This design comes from an exercise in tuning for small area on the open sky130 flow, not from production work. The RTL was checked by simulation tests, not by an equivalence proof against the original design. No driver is modelled on the clock port, so clocking that relies on it looks cheaper here than on a real chip. No activity file was given, so power comes from the tool's default toggle rates.

File: design/flow/design.v
module fifo (
	input [31:0] DI,
	input	RE,
	input	WE,
	input   clk,
	input	rst,
	output	[31:0] res,
	output	read_valid,
	output	r_err,
	output	w_err
);
	reg  [2:0]  rp, wp;
	reg         lastw;
	reg  [31:0] mem [0:7];
	reg  [31:0] res_r;
	reg         rv_r;
	wire eq    = (rp == wp);
	wire empty = eq & ~lastw;
	wire full  = eq & lastw;
	wire re_ok = RE & ~empty;
	wire we_ok = WE & (~full | RE);
	assign r_err = RE & empty;
	assign w_err = WE & full;
	assign read_valid = rv_r;
	assign res = res_r;
	always @(posedge clk) begin
		if (rst) begin
			rp <= 3'd0;
			wp <= 3'd0;
			lastw <= 1'b0;
			rv_r <= 1'b0;
		end else begin
			if (re_ok) rp <= rp + 3'd1;
			if (we_ok) wp <= wp + 3'd1;
			if (re_ok != we_ok) lastw <= we_ok;
			rv_r <= re_ok;
		end
	end
	always @(posedge clk)
		if (we_ok) mem[wp] <= DI;
	wire [7:0] sel = 8'd1 << rp;
	wire [31:0] n0, n1, n2;
	ao222n g0 (.a(mem[0]), .b(mem[1]), .c(mem[2]), .sa(sel[0]), .sb(sel[1]), .sc(sel[2]), .y(n0));
	ao222n g1 (.a(mem[3]), .b(mem[4]), .c(mem[5]), .sa(sel[3]), .sb(sel[4]), .sc(sel[5]), .y(n1));
	ao22n  g2 (.a(mem[6]), .b(mem[7]), .sa(sel[6]), .sb(sel[7]), .y(n2));
	always @(posedge clk)
		res_r <= ~(n0 & n1 & n2);
endmodule
module ao222n (
	input  [31:0] a, b, c,
	input         sa, sb, sc,
	output [31:0] y
);
	assign y = ~((a & {32{sa}}) | (b & {32{sb}}) | (c & {32{sc}}));
endmodule
module ao22n (
	input  [31:0] a, b,
	input         sa, sb,
	output [31:0] y
);
	assign y = ~((a & {32{sa}}) | (b & {32{sb}}));
endmodule
File: design/flow/flow/run.sh
#!/bin/bash
# Standard ORFS layout, with the smallest buffer on the ports, a clock
# tree of small buffers without dummy loads, and a pass after CTS that
# swaps cells for lower-drive ones of the same function where slew,
# capacitance and timing stay within margins.
set -euo pipefail
export BUFFER_PORTS_ARGS="-buffer_cell sky130_fd_sc_hd__buf_1"
export CTS_ARGS="-sink_clustering_enable -repair_clock_nets -dont_use_dummy_load -buf_list {sky130_fd_sc_hd__clkbuf_4} -sink_clustering_size 10 -sink_clustering_max_diameter 100"
bash standard.sh cts > standard_cts.log 2>&1
R=orfs/results/sky130hd/fifo/base
DS_ODB=$R/4_cts.odb DS_SDC=$R/4_cts.sdc openroad -no_init -exit flow/downsize.tcl > downsize.log 2>&1
bash standard.sh > standard.log 2>&1
File: design/flow/flow/downsize.tcl
# Swap each logic and clock-tree cell for the smallest cell of its family
# (same function, lower drive) that keeps slew, capacitance and timing
# within margins. Reads and writes the odb named by DS_ODB.
set plat $::env(FLOW_HOME)/platforms/sky130hd
read_liberty $plat/lib/sky130_fd_sc_hd__tt_025C_1v80.lib
read_db $::env(DS_ODB)
read_sdc $::env(DS_SDC)
source $plat/setRC.tcl
set_propagated_clock [all_clocks]
estimate_parasitics -placement

set clk_slew_max 0.110
set slew_frac 0.2
set setup_min 0.3
set hold_min 0.05

proc max_clk_slew {} {
  set mx 0
  foreach p [get_pins -hierarchical */CLK] {
    set s [get_property $p slew_max]
    if {$s > $mx} { set mx $s }
  }
  return $mx
}

proc design_ok {} {
  global clk_slew_max slew_frac setup_min hold_min
  estimate_parasitics -placement
  if {[sta::max_slew_violation_count] > 0} { return 0 }
  if {[sta::max_capacitance_violation_count] > 0} { return 0 }
  if {[sta::max_slew_check_slack_limit] < $slew_frac} { return 0 }
  if {[sta::worst_slack_cmd max] < $setup_min * 1e-9} { return 0 }
  if {[sta::worst_slack_cmd min] < $hold_min * 1e-9} { return 0 }
  if {[max_clk_slew] > $clk_slew_max} { return 0 }
  return 1
}

puts "start: ok=[design_ok] clk slew [max_clk_slew] setup [sta::worst_slack_cmd max] hold [sta::worst_slack_cmd min]"
set saved 0.0
foreach inst [get_cells *] {
  set m [get_property $inst ref_name]
  if {![regexp {^(sky130_fd_sc_hd__[a-z0-9]+)_([0-9]+)$} $m -> base drv]} { continue }
  if {[string match "*df*" $base] || [string match "*tap*" $base] || [string match "*fill*" $base] || [string match "*decap*" $base] || [string match "*conb*" $base]} { continue }
  set a0 [get_property [get_lib_cells $m] area]
  set cands {}
  foreach lc [get_lib_cells ${base}_*] {
    set n [get_name $lc]
    if {![regexp "^${base}_\[0-9\]+\$" $n]} { continue }
    if {[get_property $lc dont_use]} { continue }
    set a [get_property $lc area]
    if {$a < $a0} { lappend cands [list $a $n] }
  }
  foreach c [lsort -real -index 0 $cands] {
    lassign $c a n
    replace_cell $inst $n
    if {[design_ok]} {
      set saved [expr {$saved + $a0 - $a}]
      puts "downsized [get_full_name $inst] $m -> $n"
      break
    }
    replace_cell $inst $m
  }
}
estimate_parasitics -placement
puts "end: saved $saved um2, clk slew [max_clk_slew] setup [sta::worst_slack_cmd max] hold [sta::worst_slack_cmd min]"
write_db $::env(DS_ODB)
File: design/flow/standard.sh
#!/bin/bash
# synth_recipe.tcl (not shown) runs the flow's synth.tcl, then flattens the netlist and writes it again
# the make line also repeats each setting of config.mk as NAME=value (left out here)
make -C /OpenROAD-flow-scripts/flow DESIGN_CONFIG=/design/flow/config.mk WORK_HOME=/design/flow/orfs CLKGATE_MAP_FILE= SYNTH_SCRIPT=/design/flow/synth_recipe.tcl "${@:-finish}"
File: design/flow/config.mk
export PLATFORM = sky130hd
export DESIGN_NAME = fifo
export DESIGN_NICKNAME = fifo
export VERILOG_FILES = /design/flow/design.v
export SDC_FILE = /design/flow/constraint.sdc
export NUM_CORES = 4
export LEC_CHECK = 0
export ABC_AREA = 0
export CAP_MARGIN = 20
export CORE_MARGIN = 2
export CORE_UTILIZATION = 80
export PLACE_DENSITY = 0.9
export SLEW_MARGIN = 20
export SYNTH_HIERARCHICAL = 1
export SYNTH_MINIMUM_KEEP_SIZE = 0
File: design/flow/constraint.sdc
create_clock -name core_clock -period 5.0 [get_ports {clk}]
set_input_delay 1.0000 -clock core_clock [delete_from_list [all_inputs] [get_ports {clk}]]
set_output_delay 1.0000 -clock core_clock [all_outputs]
set_load 0.01 [all_outputs]
==> results of run 1 <==
-- cells in the final DEF (no fill, tap or decap), drive strengths merged --
| master | n |
|---|---|
| mux2i | 2 |
| a41oi | 3 |
| and2b | 2 |
| a222oi | 64 |
| and3b | 4 |
| nand4 | 1 |
| nand2b | 3 |
| a311oi | 1 |
| buf | 78 |
| nor2 | 8 |
| nand3 | 33 |
| a22oi | 32 |
| xnor2 | 3 |
| a21oi | 1 |
| dfxtp | 40 |
| nand2 | 3 |
| and3 | 5 |
| or2b | 1 |
| mux2 | 4 |
| edfxtp | 256 |
| ha | 7 |
| nor3 | 3 |
| inv | 6 |
| and2 | 3 |
| nor2b | 5 |
| clkbuf | 35 |
-- cell type report --
cell class / instances / area (um2)
well taps: 172 / 215
flip-flops and latches: 296 / 8490
repair buffers: 78 / 323
clock buffers: 35 / 263
inverters: 6 / 22.5
fillers: 538 / 1710
multi-input cells: 188 / 1550
-- power by group --
group / switching, W / leakage [nW] / internal, W
clock network: 0.000686 / 0.161 / 0.000326
registers: 0.0000606 / 2.66 / 0.00286
logic: 0.000355 / 0.601 / 0.000182
total: 0.00110 / 3.42 / 0.00336
-- per-module statistics from Yosys (local to each module, per instance) --
module / flops+latches / times used / cells inside / area, um2
ao222n: 0 / 2 / 41 / 403
ao22n: 0 / 1 / 38 / 289
fifo: 296 / 1 / 396 / 9170
-- synthesized netlist by cell type (3+ instances only) --
cell	number
and3_1	5
dfxtp_1	40
xnor2_2	3
edfxtp_1	256
nand3_1	33
and2_1	3
a222oi_1	64
buf_2	9
nand2_1	3
a22oi_1	32
and3b_1	4
inv_1	6
nor2b_1	5
nor2_1	8
nor3_1	3
ha_1	7
buf_6	15
nand2b_1	3
mux2_1	3
-- logic make-up (layout without fill, tap and decap cells) --
family          after synthesis  after routing  share of synthesized area (%)
simple gates                 71             71                           3.75
mux                           6              6                          0.634
buf+inv                      32            119                           2.38
xor+xnor                      3              3                          0.475
flops                       296            296                           82.7
fa+ha+maj                     7              7                          0.853
compound gates              101            101                           9.23
-- flip-flops by register name, indices dropped and copies added, names as in the netlist --
register  cells
wp            3
rv_r          1
res_r        32
lastw         1
mem         256
rp            3
-- stage by stage --
step                worst slack (ps)  instances
global route                    1960        775
detailed placement              2250        740
CTS                             2120        775
finish                          2130        775
floorplan                       2530        516
global placement                2340        740
-- routing by layer --
| layer | vias up | GRT usage (%) | part of all wire (%) | wire, um |
|---|---|---|---|---|
| li1 | 2361 | - | - | - |
| met1 | 2711 | 40.3 | 35 | 7140 |
| met2 | 426 | 49.6 | 51 | 10500 |
| met3 | 74 | 5.82 | 9.9 | 2010 |
| met4 | 0 | 16.2 | 3.9 | 803 |
| met5 | - | 0 | 0 | 0 |
-- worst paths after layout --
path / from / to / slack [ps] / depth (start not counted)
worst max-delay path: rp[2]$_SDFFE_PP0P_ / r_err / 2130 / 4
worst min-delay path: mem[5][27]$_DFFE_PP_ / res_r[27]$_DFF_P_ / 480 / 2
worst max register to register: rp[2]$_SDFFE_PP0P_ / mem[7][27]$_DFFE_PP_ / 2710 / 3
worst min register to register: mem[5][27]$_DFFE_PP_ / res_r[27]$_DFF_P_ / 480 / 2
-- critical path: cells and delay by family, from the launching register on --
kind | cells | cell delay, ps
and+or+nand+nor | 2 | 340
buffers and inverters | 1 | 170
xor gates and xnor gates | 1 | 350
DFF | 1 | 440
==> summary.txt, run 1 <==
status: timing/DRC/antenna clean
final setup TNS: 0 ps
Synth Instances: 516
ANT nets after route: 0
max-cap viol count: 0
Core Region: 12600 um2
vias in the first global route: 5693
synthesized area: 10300 um2
layout cells sized above 1: 9.62%
ys async rst share: 0%
via count: 5572
Remaining Overflow, GRT: 0
post-synth top area cell: edfxtp_1
Tot GR Track Use: 30.6%
die area: 13800 um2
power density over the cells: 411 nW/um2
register area share after synthesis: 82.7%
Die X: 117 um
Peak Freq: 349 MHz
number of synthesized flops with an enable pin: 256
vias per inst: 7.19
initial DRC count: 760
synth warn: 7
CTS buffer count: 35
skew final: 59.4 ps
post-layout util: 86.4%
syn nets: 559
Syn-to-layout area delta: 5.76%
initial antenna violation count: 0
Setup crit end kind: output port
CTS Hold Bufs: 0
Final Hold Viols: 0
clock slew at reported path FFs: 120 ps
ant diodes: 0
Yosys reg bits: 296
crit path kind: register to output port
fin crit period: 2870 ps
crit start category: register
CTS max path bufs: 3
CP max stage cell: dfxtp_1
# H-tree levels: 2
WHS: 480 ps
final WL: 20.4 mm
I/O pin total: 71
max_slew headroom: 35.4%
Clock Sinks: 296
Synth Flop Type: edfxtp_1
unique cell type count in the Yosys netlist: 30
dominant cells by area after synthesis: edfxtp_1 75%, dfxtp_1 7.8%, a222oi_1 6.2%
IO Port Bufs: 70
syn avg cell area: 19.9 um2
period utilization: 57.4%
max-slew violations: 0
drt pass-1 iters: 7
largest net degree at the start of global routing: 33
starting density of the core: 81.7%
CP required: 4000 ps
slowest stage delay, CP: 440 ps
first-pass GRT wire length: 30.3 mm
WL/cell: 26.3 um
Pleak: 3.42 nW
top cell type's share of synthesized area: 74.9%
Post-CTS Resized: 0
critical path, cell by cell: xnor2_2 -> nand3_1 -> nor3_1 -> buf_1
RSZ-0062 raised after global routing: false
Setup-failing EPs final: 0
DRC Markers: 0
Tot Pwr: 0.00447 W
GP Congestion: 0.770
Clock Root Buffer: clkbuf_4
Detailed Place HPWL: 10.6 mm
Die Span Y: 117 um
Data arrival, critical path: 1870 ps
CP Max Fanout: 9
Nets: 648
Design Area, Final: 10900 um2
Clk Latency, worst-skew pair: 600 ps
Least-Margin Pin Slew: 969 ps
hold crit path type: register to register
CTS tree: built
row count: 41
Max VDD drop: 0.301 mV
Post-CTS Setup Bufs: 0
Cell Area, Placed: 10600 um2
==> inputs of run 2 (changes only) <==
--- a/design/flow/config.mk
+++ b/design/flow/config.mk
@@ -9,6 +9,5 @@
 export CAP_MARGIN = 20
 export CORE_MARGIN = 2
-export CORE_UTILIZATION = 80
-export PLACE_DENSITY = 0.9
+export CORE_UTILIZATION = 70
 export SLEW_MARGIN = 20
 export SYNTH_HIERARCHICAL = 1
==> summary.txt, run 2 <==
Syn-to-layout area delta: 5.11%
skew final: 118 ps (+58.5 ps)
WHS Path Cells: 2 (unchanged)
clock slew at reported path FFs: 100 ps (-20 ps)
CP Max Fanout: 9 (unchanged)
most frequent cell after synthesis: edfxtp_1
Synth Flop Type: edfxtp_1
crit path kind: register to output port
Peak Freq: 303 MHz (-13%)
Post-CTS Setup Bufs: 0 (unchanged)
register area share after synthesis: 82.7% (unchanged)
Reg-to-Reg Start: rp[0]$_SDFFE_PP0P_
I/O pin total: 71 (unchanged)
Pleak: 3.40 nW (-0.59%)
critical path's top delay family: flip-flops
top cell type's share of synthesized area: 74.9% (unchanged)
initial DRC count: 656 (-14%)
RSZ-0062 raised after global routing: false
Hold Path End: lastw$_SDFFE_PP0P_
IO Port Bufs: 70 (unchanged)
Synth top cells by count: 256 x edfxtp_1, 64 x a222oi_1, 40 x dfxtp_1, 33 x nand3_1, 32 x a22oi_1
final setup TNS: 0 ps (unchanged)
Synth Instances: 516 (unchanged)
hold crit path type: input port to register
Tot GR Track Use: 24.7% (-5.9 points)
Post-CTS Resized: 0 (unchanged)
power density over the cells: 406 nW/um2 (-1.2%)
starting density of the core: 71.2% (-11 points)
most common cell after layout, fill and taps aside: edfxtp_1
number of synthesized flops with an enable pin: 256 (unchanged)
synthesized area: 10300 um2 (unchanged)
FF-to-FF End: res_r[11]$_DFF_P_
max-cap viol count: 0 (unchanged)
Die X: 125 um (+6.7%)
vias in the first global route: 5413 (-4.9%)
unique cell type count in the Yosys netlist: 30 (unchanged)
vias per inst: 6.72 (-6.5%)
GP Congestion: 0.750 (-2.5%)
Max VDD drop: 0.260 mV (-14%)
DRC Markers: 0 (unchanged)
Final Hold Viols: 0 (unchanged)
ys async rst share: 0% (unchanged)
drt pass-1 iters: 6 (-1)
Data arrival, critical path: 2300 ps (+430 ps)
dominant cells by area after synthesis: edfxtp_1 75%, dfxtp_1 7.8%, a222oi_1 6.2%
Clk Latency, worst-skew pair: 980 ps (+380 ps)
layout cells sized above 1: 8.29% (-1.3 points)
CP required: 4000 ps (about the same)
syn nets: 559 (unchanged)
post-synth top area cell: edfxtp_1
max_slew headroom: 28.4% (-7.0 points)
Clock Sinks: 296 (unchanged)
syn avg cell area: 19.9 um2 (unchanged)
Setup-failing EPs final: 0 (unchanged)
R2R cell count: 5 (+2)
hold_sp: RE
WHS: 287 ps (-193 ps)
Reg2Reg Setup Slack: 2300 ps (-410 ps)
ANT nets after route: 0 (unchanged)
# H-tree levels: 2 (unchanged)
Least-Margin Pin Slew: 1070 ps (+105 ps)
crit start category: register
CP max stage cell: dfxtp_1
initial antenna violation count: 0 (unchanged)
WP depth: 4 (unchanged)
CTS Hold Bufs: 0 (unchanged)
Remaining Overflow, GRT: 0 (unchanged)
final WL: 18.9 mm (-7.2%)
CTS buffer count: 35 (unchanged)
first-pass GRT wire length: 29.3 mm (-3.2%)
Core Region: 14400 um2 (+15%)
top flop regs: mem x256, res_r x32
CTS max path bufs: 3 (unchanged)
row count: 44 (+7.3%)
Detailed Place HPWL: 10.1 mm (-4.9%)
via count: 5295 (-5.0%)
Most flops, register: mem
Yosys reg bits: 296 (unchanged)
status: timing/DRC/antenna clean
Clock Root Buffer: clkbuf_4
CTS tree: built
synth warn: 7 (unchanged)
die area: 15700 um2 (+14%)
Setup crit end kind: output port
Nets: 648 (unchanged)
largest net degree at the start of global routing: 33 (unchanged)
max-slew violations: 0 (unchanged)
fin crit period: 3300 ps (+432 ps)
WL/cell: 24.0 um (-8.8%)
slowest stage delay, CP: 400 ps (-40 ps)
most frequent cells in the layout: 256 x edfxtp_1, 71 x buf_1, 64 x a222oi_1, 40 x dfxtp_1, 33 x nand3_1
critical path, cell by cell: xnor2_1 -> nand3_1 -> nor3_1 -> buf_1
period utilization: 66.0% (+8.6 points)
CP Buf/Inv Count: 1 (unchanged)
Die Span Y: 125 um (+6.7%)
max reg flops: 256 (unchanged)
run 2: cell counts after synthesis:
No cell type changed its count.
run 2: logic make-up after synthesis:
family / synth area share [%]
simple gates: 3.75
xor+xnor: 0.475
compound gates: 9.23
fa+ha+maj: 0.853
mux: 0.634
buf+inv: 2.38
flops: 82.7
run 2: Yosys stat by module (local to each module, per instance):
module  times used  cells  flops+latches  area (um2)
ao22n            1     38              0         289
ao222n           2     41              0         403
fifo             1    396            296        9170
run 2: metal layers:
metal / up-vias / wire (um) / share of wire [%] / track usage (%)
met2: 251 / 9550 / 50 / 41.0
met1: 2642 / 7500 / 40 / 33.9
met3: 43 / 1500 / 7.9 / 5.01
met4: 0 / 375 / 2.0 / 7.65
met5: - / 0 / 0 / 0
li1: 2359 / - / - / -
run 2: cell type report:
| cell class | instances | area [um2] |
|---|---|---|
| sequential | 296 | 8490 |
| fill | 891 | 3630 |
| multi-input combinational | 188 | 1500 |
| timing repair buffer | 78 | 302 |
| clock buffer | 35 | 248 |
| tap | 184 | 230 |
| inverter | 6 | 22.5 |
| antenna | 1 | 2.50 |
run 2: worst max-delay path by stage:
stage                        from              endpoint
4_1_cts        rp[2]$_SDFFE_PP0P_                 r_err
3_5_place_dp                   WE  mem[0][11]$_DFFE_PP_
3_3_place_gp                   WE  mem[0][16]$_DFFE_PP_
2_1_floorplan                  RE   mem[0][0]$_DFFE_PP_
5_1_grt        wp[0]$_SDFFE_PP0P_                 r_err
6_report       rp[2]$_SDFFE_PP0P_                 r_err
run 2: metrics by stage:
step                setup slack, ps  cells  util (%)  cell area, um2  power (W)
finish                         1700    788      74.8           10800    0.00439
global placement               2310    752      73.6           10600    0.00347
detailed placement             2210    752      73.6           10600    0.00349
floorplan                      2530    516         -           10300    0.00330
CTS                            2110    787      75.4           10900    0.00446
global route                   1400    787      74.8           10800    0.00455
run 2: where the power goes:
part	leakage (nW)	internal, W	switching [W]	total [W]
Combinational	0.589	0.000172	0.000329	0.000500
Clock	0.153	0.000296	0.000683	0.000979
Sequential	2.66	0.00286	0.0000503	0.00291
Total	3.40	0.00332	0.00106	0.00439
==> inputs of run 3 (changes only) <==
--- a/design/flow/flow/run.sh
+++ b/design/flow/flow/run.sh
@@ -9,4 +9,4 @@
 bash standard.sh cts > standard_cts.log 2>&1
 R=orfs/results/sky130hd/fifo/base
-DS_ODB=$R/4_cts.odb DS_SDC=$R/4_cts.sdc openroad -no_init -exit flow/downsize.tcl > downsize.log 2>&1
+DS_SLEW_FRAC=0.1 DS_ODB=$R/4_cts.odb DS_SDC=$R/4_cts.sdc openroad -no_init -exit flow/downsize.tcl > downsize.log 2>&1
 bash standard.sh > standard.log 2>&1
--- a/design/flow/flow/downsize.tcl
+++ b/design/flow/flow/downsize.tcl
@@ -10,8 +10,9 @@
 estimate_parasitics -placement
 
-set clk_slew_max 0.110
-set slew_frac 0.2
-set setup_min 0.3
-set hold_min 0.05
+proc envor {name def} { if {[info exists ::env($name)]} { return $::env($name) } { return $def } }
+set clk_slew_max [envor DS_CLK_SLEW 0.110]
+set slew_frac [envor DS_SLEW_FRAC 0.2]
+set setup_min [envor DS_SETUP 0.3]
+set hold_min [envor DS_HOLD 0.1]
 
 proc max_clk_slew {} {
@@ -25,9 +26,10 @@
 
 proc design_ok {} {
-  global clk_slew_max slew_frac setup_min hold_min
+  global clk_slew_max slew_frac cap_frac setup_min hold_min
   estimate_parasitics -placement
   if {[sta::max_slew_violation_count] > 0} { return 0 }
   if {[sta::max_capacitance_violation_count] > 0} { return 0 }
   if {[sta::max_slew_check_slack_limit] < $slew_frac} { return 0 }
+  if {[sta::max_capacitance_check_slack_limit] < $cap_frac} { return 0 }
   if {[sta::worst_slack_cmd max] < $setup_min * 1e-9} { return 0 }
   if {[sta::worst_slack_cmd min] < $hold_min * 1e-9} { return 0 }
@@ -36,4 +38,12 @@
 }
 
+# never demand more than the layout already has
+estimate_parasitics -placement
+set clk_slew_max [expr {max($clk_slew_max, [max_clk_slew])}]
+set slew_frac [expr {min($slew_frac, [sta::max_slew_check_slack_limit])}]
+set cap_frac [expr {min($slew_frac, [sta::max_capacitance_check_slack_limit])}]
+set setup_min [expr {min($setup_min, [sta::worst_slack_cmd max] * 1e9)}]
+set hold_min [expr {min($hold_min, [sta::worst_slack_cmd min] * 1e9)}]
+puts "limits: clk slew $clk_slew_max slew frac $slew_frac setup $setup_min hold $hold_min"
 puts "start: ok=[design_ok] clk slew [max_clk_slew] setup [sta::worst_slack_cmd max] hold [sta::worst_slack_cmd min]"
 set saved 0.0
--- a/design/flow/config.mk
+++ b/design/flow/config.mk
@@ -7,8 +7,8 @@
 export LEC_CHECK = 0
 export ABC_AREA = 0
-export CAP_MARGIN = 20
+export CAP_MARGIN = 5
 export CORE_MARGIN = 2
 export CORE_UTILIZATION = 70
-export SLEW_MARGIN = 20
+export SLEW_MARGIN = 5
 export SYNTH_HIERARCHICAL = 1
 export SYNTH_MINIMUM_KEEP_SIZE = 0
==> summary.txt, run 3 <==
status: timing/DRC/antenna clean
net switching power figure: 0.00106 W (-0.44%)
ys async rst share: 0% (unchanged)
Core Region: 14400 um2 (unchanged)
clock slew at reported path FFs: 100 ps (about the same)
layout cells sized above 1: 8.11% (-0.18 points)
I/O pin total: 71 (unchanged)
sequential power share: 66.3% (about the same)
syn nets: 559 (unchanged)
post-synthesis mux area share: 0.634% (unchanged)
max reg flops: 256 (unchanged)
max-slew violations: 0 (unchanged)
first-pass GRT wire length: 29.3 mm (unchanged)
crit start category: register
unique cell type count in the Yosys netlist: 30 (unchanged)
Least-Margin Pin Slew: 1220 ps (+149 ps)
Clock Root Buffer: clkbuf_4
CP required: 4000 ps (about the same)
Cell Area, Placed: 10600 um2 (unchanged)
fin crit period: 3300 ps (+4.12 ps)
Remaining Overflow, GRT: 0 (unchanged)
post-synth top area cell: edfxtp_1
vias per inst: 6.67 (-0.69%)
dominant cells by area after synthesis: edfxtp_1 75%, dfxtp_1 7.8%, a222oi_1 6.2%
IO Port Bufs: 70 (unchanged)
max_slew headroom: 18.5% (-9.9 points)
CTS Hold Bufs: 0 (unchanged)
most frequent cells in the layout: 256 x edfxtp_1, 73 x buf_1, 64 x a222oi_1, 40 x dfxtp_1, 33 x nand3_1
Int Power: 0.00332 W (about the same)
Detailed Place HPWL: 10.1 mm (unchanged)
ANT nets after route: 0 (unchanged)
hold crit path type: input port to register
XOR/XNOR Fraction of Synth Area: 0.475% (unchanged)
CTS tree: built
Die Span Y: 125 um (unchanged)
Clk Latency, worst-skew pair: 980 ps (about the same)
most common cell after layout, fill and taps aside: edfxtp_1
top cell type's share of synthesized area: 74.9% (unchanged)
CTS max path bufs: 3 (unchanged)
starting density of the core: 71.2% (unchanged)
crit path kind: register to output port
largest family of logic cells by synthesized area: compound AO/OA/AOI/OAI gates
vias in the first global route: 5413 (unchanged)
syn avg cell area: 19.9 um2 (unchanged)
drt pass-1 iters: 9 (+3)
Die X: 125 um (unchanged)
synth warn: 7 (unchanged)
Setup-failing EPs final: 0 (unchanged)
RSZ-0062 raised after global routing: false
Pleak: 3.40 nW (about the same)
Sw Share: 24.1% (-0.083 points)
Synth top cells by count: 256 x edfxtp_1, 64 x a222oi_1, 40 x dfxtp_1, 33 x nand3_1, 32 x a22oi_1
initial DRC count: 587 (-11%)
Synth Area in Adders: 0.853% (unchanged)
number of synthesized flops with an enable pin: 256 (unchanged)
die area: 15700 um2 (unchanged)
clock power share: 22.2% (about the same)
skew final: 124 ps (+6.25 ps)
via count: 5265 (-0.57%)
Syn-to-layout area delta: 5.19% (about the same)
initial antenna violation count: 0 (unchanged)
period utilization: 66.1% (+0.082 points)
row count: 44 (unchanged)
Max VDD drop: 0.258 mV (-0.71%)
most frequent cell after synthesis: edfxtp_1
Final Hold Viols: 0 (unchanged)
synthesized area: 10300 um2 (unchanged)
# H-tree levels: 2 (unchanged)
max-cap viol count: 0 (unchanged)
Nets: 649 (+0.15%)
CTS buffer count: 35 (unchanged)
GP Congestion: 0.750 (unchanged)
Design Area, Final: 10800 um2 (about the same)
Setup crit end kind: output port
Gate power share: 11.4% (about the same)
register area share after synthesis: 82.7% (unchanged)
final WL: 19.0 mm (+0.31%)
Post-CTS Setup Bufs: 0 (unchanged)
Tot GR Track Use: 24.7% (unchanged)
Synth Area in Compound Gates: 9.23% (unchanged)
Clock Sinks: 296 (unchanged)
largest net degree at the start of global routing: 33 (unchanged)
Data arrival, critical path: 2300 ps (about the same)
Post-Synth Simple-Gate Area: 3.75% (unchanged)
Most flops, register: mem
Synth Instances: 516 (unchanged)
Synth Flop Type: edfxtp_1
top flop regs: mem x256, res_r x32
CP Max Fanout: 9 (unchanged)
WL/cell: 24.1 um (+0.18%)
Peak Freq: 303 MHz (-0.12%)
power density over the cells: 406 nW/um2 (-0.18%)
DRC Markers: 0 (unchanged)
Post-CTS Resized: 0 (unchanged)
final setup TNS: 0 ps (unchanged)
Yosys reg bits: 296 (unchanged)
-- run 3: power groups by stage --
stage	Combinational, W	Clock [W]	Sequential (W)
after floorplan	0.000289	0	0.00301
after global placement	0.000508	0	0.00296
after detailed placement	0.000520	0	0.00297
after CTS	0.000522	0.00103	0.00291
after global routing	0.000548	0.00108	0.00292
final	0.000502	0.000973	0.00291
-- run 3: critical path, cell delays in order (launching register included) --
cell and delay, ps:
dfxtp_1 410, xnor2_1 380, nand3_1 180, nor3_1 170
buf_1 170
-- run 3: worst paths after layout --
path,start,endpoint,slack (ps),cells past startpoint
max,rp[2]$_SDFFE_PP0P_,r_err,1700,4
min,RE,lastw$_SDFFE_PP0P_,290,2
max reg2reg,rp[0]$_SDFFE_PP0P_,res_r[11]$_DFF_P_,2260,5
min reg2reg,mem[5][18]$_DFFE_PP_,res_r[18]$_DFF_P_,480,2
-- run 3: cell families after synthesis --
logic type | Yosys count
buffers and inverters | 32
AOI/OAI and AO/OA | 101
adders and majority gates | 7
and+or+nand+nor | 71
xor gates and xnor gates | 3
muxes | 6
DFF | 296
-- run 3: through the flow --
stage | std cells | setup slack [ps] | utilization [%] | power [W] | hold slack, ps
after global placement | 752 | 2310 | 73.6 | 0.00347 | 454
after CTS | 787 | 2110 | 75.4 | 0.00446 | 447
after detailed placement | 752 | 2210 | 73.6 | 0.00349 | 462
after global routing | 788 | 1400 | 74.9 | 0.00455 | 200
final | 789 | 1700 | 74.9 | 0.00438 | 292
after floorplan | 516 | 2530 | - | 0.00330 | 440
-- run 3: area by class of cell --
class / count / area [um2]
diodes: 1 / 2.50
clock buffers: 35 / 248
fillers: 891 / 3620
inverters: 6 / 22.5
multi-input cells: 188 / 1500
flip-flops and latches: 296 / 8490
well taps: 184 / 230
repair buffers: 79 / 310
-- run 3: per-layer routing --
metal,GRT usage [%],part of all wire [%],up-vias
met5,0,0,-
met3,5.01,7.5,42
met2,41.0,50,231
li1,-,-,2363
met4,7.65,1.9,0
met1,33.9,40,2629
-- run 3: modules after synthesis, one instance, submodules excluded --
module	area, um2	cells	times used
ao222n	403	41	2
ao22n	289	38	1
fifo	9170	396	1
==> inputs of run 4 (changes only) <==
--- a/design/flow/design.v
+++ b/design/flow/design.v
@@ -39,5 +39,6 @@
 	always @(posedge clk)
 		if (we_ok) mem[wp] <= DI;
-	wire [7:0] sel = 8'd1 << rp;
+	wire [7:0] sel;
+	dec3 rdec (.a(rp), .y(sel));
 	wire [31:0] n0, n1, n2;
 	ao222n g0 (.a(mem[0]), .b(mem[1]), .c(mem[2]), .sa(sel[0]), .sb(sel[1]), .sc(sel[2]), .y(n0));
@@ -61,2 +62,8 @@
 	assign y = ~((a & {32{sa}}) | (b & {32{sb}}));
 endmodule
+module dec3 (
+	input  [2:0] a,
+	output [7:0] y
+);
+	assign y = 8'd1 << a;
+endmodule
==> design/flow/flow/run.sh (replaced) <==
#!/bin/bash
# Standard ORFS layout with these changes:
# - synthesis is the standard flow's, but ABC maps with an area-oriented script
#   (flow/area.abc) instead of ORFS's speed script;
# - the ports get the smallest buffer;
# - the clock tree uses small buffers and no dummy loads;
# - after CTS, cells are swapped for lower-drive ones of the same
#   function where slew, capacitance and timing stay within margins.
set -euo pipefail
export FLOW_SYNTH=$PWD/synth_recipe.tcl
export AREA_ABC_SCRIPT=$PWD/flow/area.abc
export BUFFER_PORTS_ARGS="-buffer_cell sky130_fd_sc_hd__buf_1"
export CTS_ARGS="-sink_clustering_enable -repair_clock_nets -dont_use_dummy_load -buf_list {sky130_fd_sc_hd__clkbuf_4} -sink_clustering_size 10 -sink_clustering_max_diameter 100"
SYN=SYNTH_SCRIPT=$PWD/flow/synth_abc.tcl
bash standard.sh $SYN cts > standard_cts.log 2>&1
R=orfs/results/sky130hd/fifo/base
DS_ODB=$R/4_cts.odb DS_SDC=$R/4_cts.sdc openroad -no_init -exit flow/downsize.tcl > downsize.log 2>&1
bash standard.sh $SYN finish > standard.log 2>&1
==> design/flow/flow/area.abc (new file) <==
&get -n
&st
&dch
&nf -a
&put
==> design/flow/flow/synth_abc.tcl (new file) <==
# The standard flow's synthesis script, with ABC run on an area-oriented script of our
# own (AREA_ABC_SCRIPT) in place of ORFS's: every other argument, the
# dont_use list included, is kept.
proc abc {args} {
  set i [lsearch -exact $args -script]
  if {$i >= 0} {
    set args [lreplace $args $i [expr {$i + 1}] -script $::env(AREA_ABC_SCRIPT)]
  }
  yosys abc {*}$args
}
source $::env(FLOW_SYNTH)
--- a/design/flow/config.mk
+++ b/design/flow/config.mk
@@ -7,8 +7,8 @@
 export LEC_CHECK = 0
 export ABC_AREA = 0
-export CAP_MARGIN = 5
+export CAP_MARGIN = 20
 export CORE_MARGIN = 2
 export CORE_UTILIZATION = 70
-export SLEW_MARGIN = 5
+export SLEW_MARGIN = 20
 export SYNTH_HIERARCHICAL = 1
 export SYNTH_MINIMUM_KEEP_SIZE = 0
==> summary.txt, run 4 <==
max reg flops: 256 (unchanged)
Reg2Reg Setup Slack: 2090 ps (-170 ps)
most frequent cell after synthesis: edfxtp_1
number of synthesized flops with an enable pin: 256 (unchanged)
Detailed Place HPWL: 10.5 mm (+4.1%)
WL/cell: 24.4 um (+1.2%)
CP Max Fanout: 11 (+2)
Core Region: 13800 um2 (-4.1%)
CTS Hold Bufs: 0 (unchanged)
worst setup path startpoint: rp[0]$_SDFFE_PP0P_
Layout fillers: 766 (-14%)
fin crit period: 3180 ps (-124 ps)
crit start category: register
# H-tree levels: 2 (unchanged)
Nets: 638 (-1.7%)
ANT nets after route: 0 (unchanged)
final setup TNS: 0 ps (unchanged)
most frequent cells in the layout: 256 x edfxtp_1, 74 x buf_1, 64 x a222oi_1, 40 x dfxtp_1
Pleak: 3.34 nW (-1.8%)
Setup crit end kind: output port
Peak Freq: 314 MHz (+3.9%)
DRC Markers: 0 (unchanged)
top cell type's share of synthesized area: 78.0% (+3.1 points)
Clk Latency, worst-skew pair: 1090 ps (+110 ps)
post-synth top area cell: edfxtp_1
Die Span Y: 123 um (-2.0%)
largest net degree at the start of global routing: 33 (unchanged)
status: timing/DRC/antenna clean
I/O pin total: 71 (unchanged)
Remaining Overflow, GRT: 0 (unchanged)
vias in the first global route: 5204 (-3.9%)
Post-CTS Resized: 0 (unchanged)
Data arrival, critical path: 2180 ps (-120 ps)
Synth top cells by count: 256 x edfxtp_1, 64 x a222oi_1, 40 x dfxtp_1, 32 x a22oi_1, 32 x nand3_1
Tot GR Track Use: 26.0% (+1.3 points)
Multi-input gate area: 1410 um2 (-6.1%)
first-pass GRT wire length: 28.7 mm (-1.9%)
die area: 15000 um2 (-3.9%)
power density over the cells: 426 nW/um2 (+5.0%)
Synth Flop Type: edfxtp_1
WHS: 252 ps (-40.8 ps)
CTS buffer count: 35 (unchanged)
row count: 43 (-2.3%)
Most flops, register: mem
Least-Margin Pin Slew: 1200 ps (-26.1 ps)
Setup-failing EPs final: 0 (unchanged)
Synth Instances: 476 (-7.8%)
max-slew violations: 0 (unchanged)
top flop regs: mem x256, res_r x32
initial DRC count: 755 (+29%)
skew final: 196 ps (+72.2 ps)
initial antenna violation count: 1 (+1)
Final Hold Viols: 0 (unchanged)
Max VDD drop: 0.269 mV (+4.6%)
Syn-to-layout area delta: 9.07%
starting density of the core: 71.3% (+0.086 points)
Clock Sinks: 296 (unchanged)
hold crit path type: input port to register
crit path kind: register to output port
synthesized area: 9850 um2 (-4.0%)
Tot Pwr: 0.00458 W (+4.5%)
CP required: 4000 ps (about the same)
syn nets: 514 (-8.1%)
CTS tree: built
layout cells sized above 1: 8.53% (+0.42 points)
syn avg cell area: 20.7 um2 (+4.0%)
RSZ-0062 raised after global routing: false
dominant cells by area after synthesis: edfxtp_1 78%, dfxtp_1 8.1%, a222oi_1 6.5%
end of the critical path: r_err
Yosys reg bits: 296 (unchanged)
most common cell after layout, fill and taps aside: edfxtp_1
max_slew headroom: 20.2% (+1.7 points)
CTS max path bufs: 3 (unchanged)
unique cell type count in the Yosys netlist: 25 (-17%)
drt pass-1 iters: 9 (unchanged)
clock slew at reported path FFs: 110 ps (about the same)
vias per inst: 6.78 (+1.6%)
final WL: 19.0 mm (-0.11%)
synth warn: 7 (unchanged)
Die X: 123 um (-2.0%)
Reg-to-Reg Start: rp[0]$_SDFFE_PP0P_
ys async rst share: 0% (unchanged)
register area share after synthesis: 86.1% (+3.5 points)
via count: 5279 (+0.27%)
FF-to-FF End: mem[2][2]$_DFFE_PP_
max-cap viol count: 0 (unchanged)
Clock Root Buffer: clkbuf_4
Seq. cell area: 8490 um2 (unchanged)
GP Congestion: 0.765 (+1.9%)
Post-CTS Setup Bufs: 0 (unchanged)
IO Port Bufs: 70 (unchanged)
R2R cell count: 5 (unchanged)
period utilization: 63.6% (-2.5 points)
## run 4: cell types whose count changed after synthesis, moves of 3 or more
| cell | change |
|---|---|
| buf_6 | -15 |
| buf_2 | -9 |
| inv_1 | -6 |
| ha_1 | -5 |
| nor3_1 | +5 |
| xnor2_1 | +5 |
| and2_1 | -3 |
| mux2_1 | -3 |
| nor2b_1 | -3 |
| nor3b_1 | +3 |
| xnor2_2 | -3 |
## run 4: logic make-up (layout without fill, tap and decap cells)
logic type	after synthesis	count (layout)	share of synthesized area (%)
flip-flops	296	296	86.1
AO/OA/AOI/OAI	100	100	9.17
AND/OR/NAND/NOR	69	69	3.71
XOR/XNOR	5	5	0.444
adder cells (fa/ha/maj)	3	3	0.356
buffers and inverters	2	124	0.0762
multiplexers	1	1	0.102
other	0	1	0
## run 4: Yosys stat by module (local to each module, per instance)
module  flops+latches  copies in the design  cells  cell area [um2]
fifo              296                     1    372             8910
ao222n              0                     2     32              320
ao22n               0                     1     32              240
dec3                0                     1      8             60.1
## run 4: cell type report
type	count	share of cell area, %
inverter	2	0.0699
tap	180	2.10
multi-input combinational	178	13.1
clock buffer	35	2.28
sequential	296	79.0
timing repair buffer	87	3.46
antenna	1	0.0233
## run 4: worst min-delay path by stage
stage	depth (start not counted)	slack, ps	endpoint	from
3_5_place_dp	2	460	res_r[8]$_DFF_P_	mem[5][8]$_DFFE_PP_
5_1_grt	1	160	mem[0][25]$_DFFE_PP_	DI[25]
6_report	1	250	mem[0][22]$_DFFE_PP_	DI[22]
3_3_place_gp	2	450	res_r[8]$_DFF_P_	mem[5][8]$_DFFE_PP_
2_1_floorplan	2	440	res_r[0]$_DFF_P_	mem[5][0]$_DFFE_PP_
4_1_cts	2	480	res_r[2]$_DFF_P_	mem[5][2]$_DFFE_PP_
## run 4: layer usage
layer  up-vias  global-route usage [%]  routed length (um)
met5         -                       0                   0
met4         0                    8.69                 460
met3        42                    5.58                1720
met2       296                    41.4                9260
met1      2605                    36.8                7530
li1       2336                       -                   -
## run 4: per-stage QoR
step           utilization (%)  cells  setup WS [ps]  cell area (um2)
2_1_floorplan                -    476            202             9850
6_report                  77.7    779           1820            10700
4_1_cts                   78.0    776           1950            10800
5_1_grt                   77.7    779           1590            10700
3_5_place_dp              76.1    741           1700            10500
3_3_place_gp              76.1    741           1750            10500
## run 4: power by group
part / switching (W) / internal, W
sequential: 0.0000704 / 0.00290
combinational: 0.000418 / 0.000221
clock: 0.000682 / 0.000291
## run 4: worst max-delay path, cell delays in order, from the launching register on
cell and delay, ps:
dfxtp_1 580, xnor2_1 190, and4_1 230, and2_0 120
buf_1 140
==> inputs of run 5 (changes only) <==
==> design/flow/flow/area.abc (replaced) <==
strash
dch
amap
topo
==> summary.txt, run 5 <==
CTS buffer count: 35 (unchanged)
Tot GR Track Use: 26.2% (+0.20 points)
final setup TNS: 0 ps (unchanged)
ANT nets after route: 0 (unchanged)
Synth Area in Compound Gates: 10.1% (+0.89 points)
Design Area, Final: 10800 um2 (+0.26%)
syn nets: 520 (+1.2%)
skew final: 283 ps (+86.6 ps)
max-cap viol count: 0 (unchanged)
ys async rst share: 0% (unchanged)
Yosys reg bits: 296 (unchanged)
Synth Area in Adders: 0.254% (-0.10 points)
post-synth top area cell: edfxtp_1
register area share after synthesis: 86.3% (+0.13 points)
initial antenna violation count: 1 (unchanged)
power density over the cells: 393 nW/um2 (-7.7%)
first-pass GRT wire length: 28.8 mm (+0.39%)
Synth Instances: 482 (+1.3%)
initial DRC count: 768 (+1.7%)
most frequent cell after synthesis: edfxtp_1
Post-Synth Simple-Gate Area: 2.91% (-0.80 points)
GP Congestion: 0.795 (+3.9%)
synth warn: 7 (unchanged)
Max VDD drop: 0.274 mV (+1.7%)
Synth top cells by count: 256 x edfxtp_1, 64 x a222oi_1, 40 x dfxtp_1, 32 x a22oi_1, 32 x nand3_1
Synth Flop Type: edfxtp_1
vias per inst: 6.74 (-0.48%)
Setup crit end kind: output port
Core Region: 13800 um2 (unchanged)
Detailed Place HPWL: 10.2 mm (-2.6%)
period utilization: 70.9% (+7.3 points)
post-synthesis mux area share: 0% (-0.10 points)
post-layout util: 77.9% (+0.20 points)
Reg2Reg Setup Slack: 1820 ps (-270 ps)
Cell Area, Placed: 10500 um2 (-0.20%)
CP required: 4000 ps (about the same)
Die Span Y: 123 um (about the same)
Least-Margin Pin Slew: 1080 ps (-113 ps)
starting density of the core: 71.2% (-0.11 points)
XOR/XNOR Fraction of Synth Area: 0% (-0.44 points)
CTS tree: built
Worst Setup Slack, final: 1450 ps (-365 ps)
Remaining Overflow, GRT: 0 (unchanged)
Post-CTS Setup Bufs: 0 (unchanged)
WL/cell: 23.8 um (-2.3%)
Nets: 641 (+0.47%)
status: timing/DRC/antenna clean
Most flops, register: mem
row count: 43 (unchanged)
CTS Hold Bufs: 0 (unchanged)
syn avg cell area: 20.4 um2 (-1.4%)
WHS: 246 ps (-5.35 ps)
synthesized area: 9840 um2 (-0.15%)
max_slew headroom: 27.6% (+7.4 points)
# H-tree levels: 2 (unchanged)
number of synthesized flops with an enable pin: 256 (unchanged)
via count: 5274 (-0.095%)
Data arrival, critical path: 2550 ps (+370 ps)
Setup-failing EPs final: 0 (unchanged)
Clk Latency, worst-skew pair: 1090 ps (about the same)
final WL: 18.6 mm (-1.9%)
unique cell type count in the Yosys netlist: 19 (-24%)
Final Hold Viols: 0 (unchanged)
Die X: 123 um (about the same)
DRC Markers: 0 (unchanged)
largest family of logic cells by synthesized area: compound AO/OA/AOI/OAI gates
largest net degree at the start of global routing: 33 (unchanged)
Pleak: 3.31 nW (-0.93%)
fin crit period: 3550 ps (+365 ps)
layout cells sized above 1: 8.49% (-0.043 points)
drt pass-1 iters: 10 (+1)
die area: 15000 um2 (-0.15%)
dominant cells by area after synthesis: edfxtp_1 78%, dfxtp_1 8.1%, a222oi_1 6.5%
I/O pin total: 71 (unchanged)
RSZ-0062 raised after global routing: false
Peak Freq: 282 MHz (-10%)
IO Port Bufs: 70 (unchanged)
hold crit path type: input port to register
CTS max path bufs: 3 (unchanged)
pre-CTS setup slack: 1750 ps (+49.4 ps)
crit path kind: register to output port
CP Max Fanout: 9 (-2)
top cell type's share of synthesized area: 78.1% (+0.12 points)
most common cell after layout, fill and taps aside: edfxtp_1
Syn-to-layout area delta: 9.51%
Clock Sinks: 296 (unchanged)
most frequent cells in the layout: 256 x edfxtp_1, 74 x buf_1, 64 x a222oi_1, 40 x dfxtp_1
crit start category: register
vias in the first global route: 5292 (+1.7%)
Clock Root Buffer: clkbuf_4
clock slew at reported path FFs: 110 ps (about the same)
max reg flops: 256 (unchanged)
max-slew violations: 0 (unchanged)
top flop regs: mem x256, res_r x32
Post-CTS Resized: 0 (unchanged)
[run 5: per-stage QoR]
stage               total power, W  cells
CTS                        0.00430    777
finish                     0.00424    782
global placement           0.00331    742
detailed placement         0.00333    742
global route               0.00441    782
floorplan                  0.00314    482
[run 5: area by class of cell]
type,count,area (um2)
fill,749,3050
clock buffer,35,245
multi-input combinational,173,1360
inverter,13,48.8
timing repair buffer,84,403
sequential,296,8490
tap,180,225
antenna,1,2.50
[run 5: cells by family (layout without fill, tap and decap cells)]
kind of cell               after synthesis  in the layout
other                                    0              1
AOI/OAI and AO/OA                      111            111
buffers and inverters                   13            132
adders and majority gates                2              2
DFF                                    296            296
and+or+nand+nor                         60             60
[run 5: critical path, stage by stage (launching register included)]
cell      delay [ps]
dfxtp_1          530
clkinv_1         150
a221oi_1         290
o221ai_1         220
or2_0            260
nor2_1            90
buf_1            160
[run 5: path summary, 6_finish.rpt]
path                                        endpoint                start  cells past startpoint
worst max-delay path                           w_err   rp[0]$_SDFFE_PP0P_                      6
worst min-delay path            mem[4][30]$_DFFE_PP_               DI[30]                      1
worst max register to register  mem[3][14]$_DFFE_PP_   rp[1]$_SDFFE_PP0P_                      9
worst min register to register      res_r[7]$_DFF_P_  mem[2][7]$_DFFE_PP_                      2
[run 5: per-layer routing]
layer / vias up / wire length, um / part of all wire, % / global-route usage, %
li1: 2353 / - / - / -
met1: 2648 / 7570 / 41 / 36.3
met2: 251 / 9300 / 50 / 43.2
met3: 22 / 1430 / 7.7 / 4.69
met4: 0 / 302 / 1.6 / 8.91
met5: - / 0 / 0 / 0
[run 5: report_power, final]
part	total (W)	switching [W]	internal, W
Combinational	0.000411	0.000273	0.000138
Clock	0.000964	0.000672	0.000292
Sequential	0.00286	0.0000420	0.00282
[run 5: modules after synthesis (local to each module, per instance)]
| module | cells inside | flip-flops and latches |
|---|---|---|
| ao222n | 32 | 0 |
| ao22n | 32 | 0 |
| fifo | 375 | 296 |
| dec3 | 11 | 0 |
==> inputs of run 6 (changes only) <==
--- a/design/flow/flow/run.sh
+++ b/design/flow/flow/run.sh
@@ -15,4 +15,4 @@
 bash standard.sh $SYN cts > standard_cts.log 2>&1
 R=orfs/results/sky130hd/fifo/base
-DS_ODB=$R/4_cts.odb DS_SDC=$R/4_cts.sdc openroad -no_init -exit flow/downsize.tcl > downsize.log 2>&1
+DS_SLEW_FRAC=0.1 DS_ODB=$R/4_cts.odb DS_SDC=$R/4_cts.sdc openroad -no_init -exit flow/downsize.tcl > downsize.log 2>&1
 bash standard.sh $SYN finish > standard.log 2>&1
==> design/flow/flow/area.abc (replaced) <==
&get -n
&st
&dch
&nf -a
&put
--- a/design/flow/config.mk
+++ b/design/flow/config.mk
@@ -7,8 +7,9 @@
 export LEC_CHECK = 0
 export ABC_AREA = 0
-export CAP_MARGIN = 20
+export CAP_MARGIN = 0
 export CORE_MARGIN = 2
 export CORE_UTILIZATION = 70
-export SLEW_MARGIN = 20
+export GPL_TIMING_DRIVEN = 0
+export SLEW_MARGIN = 0
 export SYNTH_HIERARCHICAL = 1
 export SYNTH_MINIMUM_KEEP_SIZE = 0
==> summary.txt, run 6 <==
CTS buffer count: 35 (unchanged)
unique cell type count in the Yosys netlist: 25 (+6)
CTS Hold Bufs: 0 (unchanged)
hold_sp: DI[28]
CP Max Fanout: 11 (+2)
Sw Share: 25.6% (+2.3 points)
RSZ-0062 raised after global routing: false
hold crit path type: input port to register
syn avg cell area: 20.7 um2 (+1.4%)
WHS Path Cells: 1 (unchanged)
Reg2Reg Setup Slack: 1180 ps (-640 ps)
initial antenna violation count: 1 (unchanged)
Synth Instances: 476 (-1.2%)
vias in the first global route: 5358 (+1.2%)
ys async rst share: 0% (unchanged)
FF-to-FF End: mem[1][17]$_DFFE_PP_
critical path, cell by cell: xnor2_1 -> nand4_1 -> o21a_1 -> nand2_1 -> nor3_2 -> buf_1 -> buf_1
Clock Sinks: 296 (unchanged)
Clock Root Buffer: clkbuf_4
top cell type's share of synthesized area: 78.0% (-0.12 points)
post-layout util: 77.8% (-0.15 points)
CP required: 5510 ps (+1510 ps)
row count: 43 (unchanged)
Data arrival, critical path: 4330 ps (+1780 ps)
IO Port Bufs: 70 (unchanged)
R2R cell count: 7 (-2)
register area share after synthesis: 86.1% (-0.13 points)
first-pass GRT wire length: 30.0 mm (+4.0%)
critical path's top delay family: buffers and inverters
# H-tree levels: 2 (unchanged)
status: timing/DRC/antenna clean
syn nets: 514 (-1.2%)
vias per inst: 6.78 (+0.46%)
Layout fillers: 762 (+1.7%)
max-slew violations: 0 (unchanged)
Design Area, Final: 10800 um2 (-0.20%)
Yosys reg bits: 296 (unchanged)
Int Power: 0.00341 W (+5.0%)
Multi-input gate area: 1400 um2 (+2.8%)
period utilization: 76.4% (+5.5 points)
power density over the cells: 426 nW/um2 (+8.5%)
Max VDD drop: 0.282 mV (+2.9%)
max-cap viol count: 0 (unchanged)
Most flops, register: mem
Peak Freq: 262 MHz (-7.2%)
Seq. cell area: 8490 um2 (unchanged)
Reg-to-Reg Start: rp[2]$_SDFFE_PP0P_
largest net degree at the start of global routing: 33 (unchanged)
CP Buf/Inv Count: 2 (unchanged)
Final Hold Viols: 0 (unchanged)
number of synthesized flops with an enable pin: 256 (unchanged)
Setup crit end kind: register
skew final: 192 ps (-91.0 ps)
CP max stage cell: nor3_2
WL/cell: 25.4 um (+6.6%)
synthesized area: 9850 um2 (+0.15%)
WP depth: 7 (+1)
sequential power share: 64.9% (-2.6 points)
GP Congestion: 0.709 (-11%)
Setup-failing EPs final: 0 (unchanged)
Die X: 123 um (about the same)
dominant cells by area after synthesis: edfxtp_1 78%, dfxtp_1 8.1%, a222oi_1 6.5%
critical path's most frequent cell: buf_1
max_slew headroom: 14.4% (-13 points)
post-synth top area cell: edfxtp_1
clock slew at reported path FFs: 110 ps (about the same)
Synth Flop Type: edfxtp_1
worst setup path startpoint: rp[2]$_SDFFE_PP0P_
CTS max path bufs: 3 (unchanged)
Pleak: 3.31 nW (about the same)
Post-CTS Setup Bufs: 0 (unchanged)
layout cells sized above 1: 7.84% (-0.64 points)
Die Span Y: 123 um (about the same)
Synth top cells by count: 256 x edfxtp_1, 64 x a222oi_1, 40 x dfxtp_1, 32 x a22oi_1, 32 x nand3_1
starting density of the core: 71.3% (+0.11 points)
drt pass-1 iters: 7 (-3)
Least-Margin Pin Slew: 1280 ps (+198 ps)
Tot GR Track Use: 28.0% (+1.7 points)
crit start category: register
ANT nets after route: 0 (unchanged)
Syn-to-layout area delta: 9.13%
most frequent cell after synthesis: edfxtp_1
Cell Area, Placed: 10800 um2 (+2.6%)
Gate power share: 13.9% (+4.2 points)
net switching power figure: 0.00117 W (+19%)
Remaining Overflow, GRT: 0 (unchanged)
fin crit period: 3820 ps (+276 ps)
max reg flops: 256 (unchanged)
slowest stage delay, CP: 730 ps (+200 ps)
Nets: 652 (+1.7%)
final WL: 20.1 mm (+8.1%)
I/O pin total: 71 (unchanged)
crit path kind: register to register
die area: 15000 um2 (+0.15%)
CTS tree: built
top flop regs: mem x256, res_r x32
synth warn: 7 (unchanged)
most common cell after layout, fill and taps aside: edfxtp_1
initial DRC count: 755 (-1.7%)
DRC Markers: 0 (unchanged)
end of the critical path: mem[1][17]$_DFFE_PP_
Post-CTS Resized: 0 (unchanged)
Core Region: 13800 um2 (unchanged)
Detailed Place HPWL: 12.5 mm (+22%)
clock power share: 21.2% (-1.6 points)
via count: 5373 (+1.9%)
Clk Latency, worst-skew pair: 1060 ps (-30 ps)
most frequent cells in the layout: 256 x edfxtp_1, 98 x buf_1, 64 x a222oi_1, 40 x dfxtp_1
==> run 6: logic make-up (layout without fill, tap and decap cells) <==
family / after synthesis / in the layout / share of synthesized area, %
AOI/OAI and AO/OA: 100 / 100 / 9.17
xor gates and xnor gates: 5 / 5 / 0.444
adders and majority gates: 3 / 3 / 0.356
buffers and inverters: 2 / 138 / 0.0762
DFF: 296 / 296 / 86.1
muxes: 1 / 1 / 0.102
other: 0 / 1 / 0
and+or+nand+nor: 69 / 69 / 3.71
==> run 6: area by class of cell <==
type                            count  area share, %
Sequential cell                   296           78.9
Antenna cell                        1         0.0233
Multi-Input combinational cell    178           13.0
Inverter                            2         0.0698
Tap cell                          180           2.09
Timing Repair Buffer              101           3.56
Clock buffer                       35           2.29
==> run 6: metal layers <==
layer / global-route usage, % / up-vias / wire length, um
met5: 0 / - / 0
met4: 10.8 / 0 / 425
met3: 4.93 / 37 / 1660
met2: 45.6 / 279 / 10200
met1: 38.5 / 2688 / 7810
li1: - / 2369 / -
==> run 6: power by group through the flow <==
stage / sequential [W] / clock (W) / combinational (W)
detailed placement: 0.00303 / 0 / 0.000703
CTS: 0.00298 / 0.00103 / 0.000706
global route: 0.00299 / 0.00109 / 0.000691
finish: 0.00298 / 0.000973 / 0.000635
global placement: 0.00303 / 0 / 0.000602
floorplan: 0.00308 / 0 / 0.000293
==> run 6: per-module statistics from Yosys, one instance, submodules excluded <==
module	flip-flops and latches	times used	cells inside
dec3	0	1	8
fifo	296	1	372
ao222n	0	2	32
ao22n	0	1	32
==> run 6: worst register-to-register path: cells and delay by family (launching register included) <==
family                 cells  cell delay, ps
flip-flops                 1             570
buffers and inverters      2            1240
AND/OR/NAND/NOR            3            1080
AO/OA/AOI/OAI              1             230
XOR/XNOR                   1             150
==> run 6: worst min-delay path by stage <==
stage | slack (ps) | endpoint
final | 280 | mem[6][28]$_DFFE_PP_
after global routing | 170 | mem[2][16]$_DFFE_PP_
after CTS | 480 | res_r[6]$_DFF_P_
after global placement | 450 | res_r[7]$_DFF_P_
after detailed placement | 450 | res_r[3]$_DFF_P_
after floorplan | 440 | res_r[0]$_DFF_P_
==> run 6: through the flow <==
step | worst slack, ps | setup TNS [ps] | total power, W | std cells | hold slack [ps]
2_1_floorplan | 202 | 0 | 0.00338 | 476 | 440
3_3_place_gp | -2720 | -234230 | 0.00363 | 726 | 449
3_5_place_dp | 1730 | 0 | 0.00374 | 757 | 455
4_1_cts | 1990 | 0 | 0.00471 | 792 | 475
5_1_grt | 957 | 0 | 0.00478 | 793 | 173
6_report | 1180 | 0 | 0.00459 | 793 | 279
==> inputs of run 7 (changes only) <==
--- a/design/flow/config.mk
+++ b/design/flow/config.mk
@@ -9,6 +9,5 @@
 export CAP_MARGIN = 0
 export CORE_MARGIN = 2
-export CORE_UTILIZATION = 70
-export GPL_TIMING_DRIVEN = 0
+export CORE_UTILIZATION = 55
 export SLEW_MARGIN = 0
 export SYNTH_HIERARCHICAL = 1
==> summary.txt, run 7 <==
status: timing/DRC/antenna clean
Remaining Overflow, GRT: 0 (unchanged)
GP Congestion: 0.725 (+2.2%)
R2R cell count: 4 (-3)
Post-CTS Setup Bufs: 0 (unchanged)
CTS tree: built
synth warn: 7 (unchanged)
Tot Pwr: 0.00459 W (about the same)
final setup TNS: 0 ps (unchanged)
RSZ-0062 raised after global routing: false
CTS buffer count: 35 (unchanged)
Pleak: 3.32 nW (+0.39%)
Die X: 138 um (+12%)
die area: 19000 um2 (+26%)
largest net degree at the start of global routing: 33 (unchanged)
fin crit period: 3110 ps (-707 ps)
FF-to-FF End: res_r[8]$_DFF_P_
Setup-failing EPs final: 0 (unchanged)
Detailed Place HPWL: 10.8 mm (-14%)
final WL: 19.4 mm (-3.5%)
initial antenna violation count: 1 (unchanged)
unique cell type count in the Yosys netlist: 25 (unchanged)
dominant cells by area after synthesis: edfxtp_1 78%, dfxtp_1 8.1%, a222oi_1 6.5%
max-cap viol count: 0 (unchanged)
max_slew headroom: 16.7% (+2.3 points)
Data arrival, critical path: 2110 ps (-2220 ps)
WL/cell: 23.5 um (-7.3%)
top flop regs: mem x256, res_r x32
Nets: 637 (-2.3%)
first-pass GRT wire length: 29.4 mm (-2.0%)
CP required: 4000 ps (-1510 ps)
post-synth top area cell: edfxtp_1
Cell Count, Final, Fillers Out: 825 (+4.0%)
CP max stage cell: dfxtp_1
IO Port Bufs: 70 (unchanged)
Synth top cells by count: 256 x edfxtp_1, 64 x a222oi_1, 40 x dfxtp_1, 32 x a22oi_1, 32 x nand3_1
Final Hold Viols: 0 (unchanged)
crit start category: register
initial DRC count: 675 (-11%)
Synth Instances: 476 (unchanged)
Setup crit end kind: output port
ANT nets after route: 0 (unchanged)
crit path kind: register to output port
ys async rst share: 0% (unchanged)
max-slew violations: 0 (unchanged)
vias in the first global route: 5302 (-1.0%)
layout cells sized above 1: 8.54% (+0.70 points)
Reg-to-Reg Start: rp[0]$_SDFFE_PP0P_
CTS Hold Bufs: 0 (unchanged)
Clock Sinks: 296 (unchanged)
most common cell after layout, fill and taps aside: edfxtp_1
Core Region: 17400 um2 (+26%)
CP Max Fanout: 11 (unchanged)
period utilization: 62.3% (-14 points)
Worst Setup Slack, final: 1890 ps (+707 ps)
pre-CTS setup slack: 1770 ps (+46.6 ps)
Most flops, register: mem
Die Span Y: 138 um (+12%)
Placed Instances: 787 (+4.0%)
Least-Margin Pin Slew: 1250 ps (-31.7 ps)
register area share after synthesis: 86.1% (unchanged)
power density over the cells: 426 nW/um2 (-0.20%)
I/O pin total: 71 (unchanged)
vias per inst: 6.30 (-7.0%)
Post-CTS Resized: 0 (unchanged)
syn avg cell area: 20.7 um2 (unchanged)
Yosys reg bits: 296 (unchanged)
# H-tree levels: 2 (unchanged)
Hold Path End: mem[4][13]$_DFFE_PP_
Synth Flop Type: edfxtp_1
slowest stage delay, CP: 550 ps (-180 ps)
top cell type's share of synthesized area: 78.0% (unchanged)
critical path, cell by cell: xnor2_1 -> and4_1 -> and2_0 -> buf_1
hold_sp: DI[13]
CTS max path bufs: 3 (unchanged)
clock slew at reported path FFs: 110 ps (about the same)
Tot GR Track Use: 21.1% (-6.9 points)
WHS Path Cells: 1 (unchanged)
Clk Latency, worst-skew pair: 910 ps (-150 ps)
DRC Markers: 0 (unchanged)
Clock Root Buffer: clkbuf_4
synthesized area: 9850 um2 (unchanged)
syn nets: 514 (unchanged)
most frequent cell after synthesis: edfxtp_1
skew final: 54.4 ps (-138 ps)
Syn-to-layout area delta: 9.33%
Max VDD drop: 0.233 mV (-17%)
row count: 48 (+12%)
Peak Freq: 321 MHz (+23%)
max reg flops: 256 (unchanged)
hold crit path type: input port to register
number of synthesized flops with an enable pin: 256 (unchanged)
starting density of the core: 56.6% (-15 points)
via count: 5201 (-3.2%)
drt pass-1 iters: 7 (unchanged)
most frequent cells in the layout: 256 x edfxtp_1, 77 x buf_1, 64 x a222oi_1, 40 x dfxtp_1
Reg2Reg Setup Slack: 1930 ps (+750 ps)
[run 7: cell counts after synthesis]
No cell type changed its count.
[run 7: critical path: cells and delay by family (launching register included)]
kind | cells | cell delay [ps]
xor+xnor | 1 | 180
simple gates | 2 | 360
flops | 1 | 550
buf+inv | 1 | 150
[run 7: report_power, final]
group	total, W	switching (W)	internal (W)
logic	0.000635	0.000419	0.000216
registers	0.00296	0.0000665	0.00290
clock network	0.000987	0.000690	0.000298
total	0.00459	0.00118	0.00341
[run 7: worst max-delay path by stage]
stage / endpoint / slack [ps] / cells past startpoint / from
after floorplan: mem[0][0]$_DFFE_PP_ / 200 / 2 / RE
final: r_err / 1890 / 4 / rp[0]$_SDFFE_PP0P_
after detailed placement: mem[2][18]$_DFFE_PP_ / 1770 / 5 / RE
after global placement: mem[2][3]$_DFFE_PP_ / 1820 / 5 / RE
after global routing: mem[2][25]$_DFFE_PP_ / 1650 / 6 / rp[0]$_SDFFE_PP0P_
after CTS: r_err / 2070 / 4 / rp[0]$_SDFFE_PP0P_
[run 7: kinds of logic after synthesis]
kind of cell	Yosys count	synth area share, %
XOR/XNOR	5	0.444
flip-flops	296	86.1
buffers and inverters	2	0.0762
AO/OA/AOI/OAI	100	9.17
adder cells (fa/ha/maj)	3	0.356
multiplexers	1	0.102
AND/OR/NAND/NOR	69	3.71
[run 7: cell type report]
cell class                 instances  area [um2]
sequential                       296        8490
fill                            1312        6640
multi-input combinational        178        1410
timing repair buffer              86         334
tap                              225         282
clock buffer                      35         249
inverter                           2        7.51
antenna                            3        7.51
[run 7: metal layers]
metal	GRT usage [%]	routed length (um)	vias up	share of wire (%)
li1	-	-	2340	-
met1	28.8	8210	2632	42
met2	34.7	9530	198	49
met3	4.67	1320	31	6.8
met4	5.67	337	0	1.7
met5	0	0	-	0
[run 7: per-module statistics from Yosys, one instance, submodules excluded]
module,cells,cell area [um2],flops+latches,times used
ao22n,32,240,0,1
fifo,372,8910,296,1
ao222n,32,320,0,2
dec3,8,60.1,0,1
[run 7: per-stage QoR]
| step | utilization [%] | instance area, um2 | hold slack (ps) |
|---|---|---|---|
| 2_1_floorplan | - | 9850 | 440 |
| 3_3_place_gp | 60.8 | 10600 | 470 |
| 3_5_place_dp | 60.8 | 10600 | 472 |
| 4_1_cts | 62.3 | 10800 | 480 |
| 5_1_grt | 61.9 | 10800 | 348 |
| 6_report | 61.9 | 10800 | 427 |
==> inputs of run 8 (changes only) <==
--- a/design/flow/config.mk
+++ b/design/flow/config.mk
@@ -9,5 +9,5 @@
 export CAP_MARGIN = 0
 export CORE_MARGIN = 2
-export CORE_UTILIZATION = 55
+export CORE_UTILIZATION = 70
 export SLEW_MARGIN = 0
 export SYNTH_HIERARCHICAL = 1
==> summary.txt, run 8 <==
via count: 5288 (+1.7%)
Synth Instances: 476 (unchanged)
row count: 43 (-10%)
Tot GR Track Use: 26.0% (+5.0 points)
Final Hold Viols: 0 (unchanged)
hold crit path type: input port to register
Setup crit end kind: output port
max-cap viol count: 0 (unchanged)
Remaining Overflow, GRT: 0 (unchanged)
Setup-failing EPs final: 0 (unchanged)
synthesized area: 9850 um2 (unchanged)
Detailed Place HPWL: 10.5 mm (-2.7%)
post-synth top area cell: edfxtp_1
Die Span Y: 123 um (-11%)
WL/cell: 24.4 um (+4.0%)
Pleak: 3.32 nW (-0.19%)
Cell Count, Final, Fillers Out: 777 (-5.8%)
Clk Latency, worst-skew pair: 1080 ps (+170 ps)
period utilization: 63.7% (+1.4 points)
top flop regs: mem x256, res_r x32
fin crit period: 3180 ps (+68.7 ps)
Syn-to-layout area delta: 8.60%
Max VDD drop: 0.270 mV (+16%)
register area share after synthesis: 86.1% (unchanged)
skew final: 197 ps (+142 ps)
crit path kind: register to output port
Least-Margin Pin Slew: 1290 ps (+38.2 ps)
layout cells sized above 1: 8.05% (-0.49 points)
Sw Share: 25.6% (-0.028 points)
Synth top cells by count: 256 x edfxtp_1, 64 x a222oi_1, 40 x dfxtp_1, 32 x a22oi_1, 32 x nand3_1
vias per inst: 6.81 (+8.0%)
ANT nets after route: 0 (unchanged)
crit start category: register
Placed Instances: 741 (-5.8%)
dominant cells by area after synthesis: edfxtp_1 78%, dfxtp_1 8.1%, a222oi_1 6.5%
Post-CTS Resized: 0 (unchanged)
Clock Root Buffer: clkbuf_4
max-slew violations: 0 (unchanged)
top cell type's share of synthesized area: 78.0% (unchanged)
GP Congestion: 0.765 (+5.5%)
syn nets: 514 (unchanged)
most frequent cells in the layout: 256 x edfxtp_1, 75 x buf_1, 64 x a222oi_1, 40 x dfxtp_1
number of synthesized flops with an enable pin: 256 (unchanged)
most frequent cell after synthesis: edfxtp_1
Post-CTS Setup Bufs: 0 (unchanged)
Gate power share: 13.9% (about the same)
status: timing/DRC/antenna clean
CTS Hold Bufs: 0 (unchanged)
RSZ-0062 raised after global routing: false
Data arrival, critical path: 2180 ps (+70 ps)
sequential power share: 64.9% (+0.3 points)
power density over the cells: 427 nW/um2 (+0.44%)
Synth Flop Type: edfxtp_1
net switching power figure: 0.00117 W (-0.35%)
CTS buffer count: 35 (unchanged)
clock power share: 21.2% (-0.3 points)
DRC Markers: 0 (unchanged)
Clock Sinks: 296 (unchanged)
Most flops, register: mem
CP Max Fanout: 11 (unchanged)
syn avg cell area: 20.7 um2 (unchanged)
# H-tree levels: 2 (unchanged)
most common cell after layout, fill and taps aside: edfxtp_1
max reg flops: 256 (unchanged)
initial DRC count: 757 (+12%)
ys async rst share: 0% (unchanged)
Nets: 636 (-0.16%)
Peak Freq: 314 MHz (-2.2%)
starting density of the core: 71.3% (+15 points)
synth warn: 7 (unchanged)
CTS tree: built
[run 8: cell counts after synthesis]
No cell type changed its count.
[run 8: Yosys stat by module, one instance, submodules excluded]
module  flops+latches  cell area (um2)  times used  cells inside
ao22n               0              240           1            32
ao222n              0              320           2            32
dec3                0             60.1           1             8
fifo              296             8910           1           372
[run 8: final timing paths]
check	depth (start not counted)	slack, ps	start	to
setup / recovery	4	1820	rp[0]$_SDFFE_PP0P_	r_err
hold / removal	1	260	DI[22]	mem[0][22]$_DFFE_PP_
setup reg to reg	5	1830	rp[0]$_SDFFE_PP0P_	mem[2][2]$_DFFE_PP_
hold reg to reg	2	350	mem[7][30]$_DFFE_PP_	res_r[30]$_DFF_P_
[run 8: final cells by class]
class / count / area (um2)
flip-flops and latches: 296 / 8490
fillers: 776 / 3130
multi-input cells: 178 / 1400
repair buffers: 85 / 332
clock buffers: 35 / 245
well taps: 180 / 225
inverters: 2 / 7.51
diodes: 1 / 2.50
[run 8: cell families (layout without fill, tap and decap cells)]
kind of cell    after synthesis  count (layout)  share of synthesized area [%]
xor+xnor                      5               5                          0.444
simple gates                 69              69                           3.71
other cells                   0               1                              0
flops                       296             296                           86.1
mux                           1               1                          0.102
compound gates              100             100                           9.17
buf+inv                       2             122                         0.0762
fa+ha+maj                     3               3                          0.356
[run 8: metal layers]
metal / global-route usage [%] / wire (um) / part of all wire (%)
met5: 0 / 0 / 0
met1: 36.8 / 7510 / 40
met4: 8.69 / 454 / 2.4
met3: 5.58 / 1690 / 8.9
met2: 41.4 / 9340 / 49
[run 8: metrics by stage]
stage	setup WS [ps]	power (W)	instance area (um2)	hold slack (ps)	utilization, %
6_report	1820	0.00457	10700	256	77.4
5_1_grt	1520	0.00476	10700	162	77.4
4_1_cts	1950	0.00465	10800	481	78.0
3_5_place_dp	1700	0.00367	10500	463	76.1
3_3_place_gp	1750	0.00364	10500	454	76.1
2_1_floorplan	202	0.00338	9850	440	-
[run 8: power groups by stage]
stage,Combinational [W],Clock (W),Sequential (W)
floorplan,0.000293,0,0.00308
global placement,0.000632,0,0.00301
detailed placement,0.000645,0,0.00302
CTS,0.000650,0.00103,0.00297
global route,0.000688,0.00108,0.00299
finish,0.000635,0.000972,0.00297
[run 8: critical path, stage by stage, from the launching register on]
cell and delay [ps]:
dfxtp_1 580, xnor2_1 190, and4_1 230, and2_0 120, buf_1 140

Check on run 8: ideal ports give 1.817 ns setup slack; a clkbuf_16 on the clock port and buf_2 on the inputs give 1.782 ns; moving port delays by the midpoint clock arrival (1.020 ns) as well gives 1.456 ns.
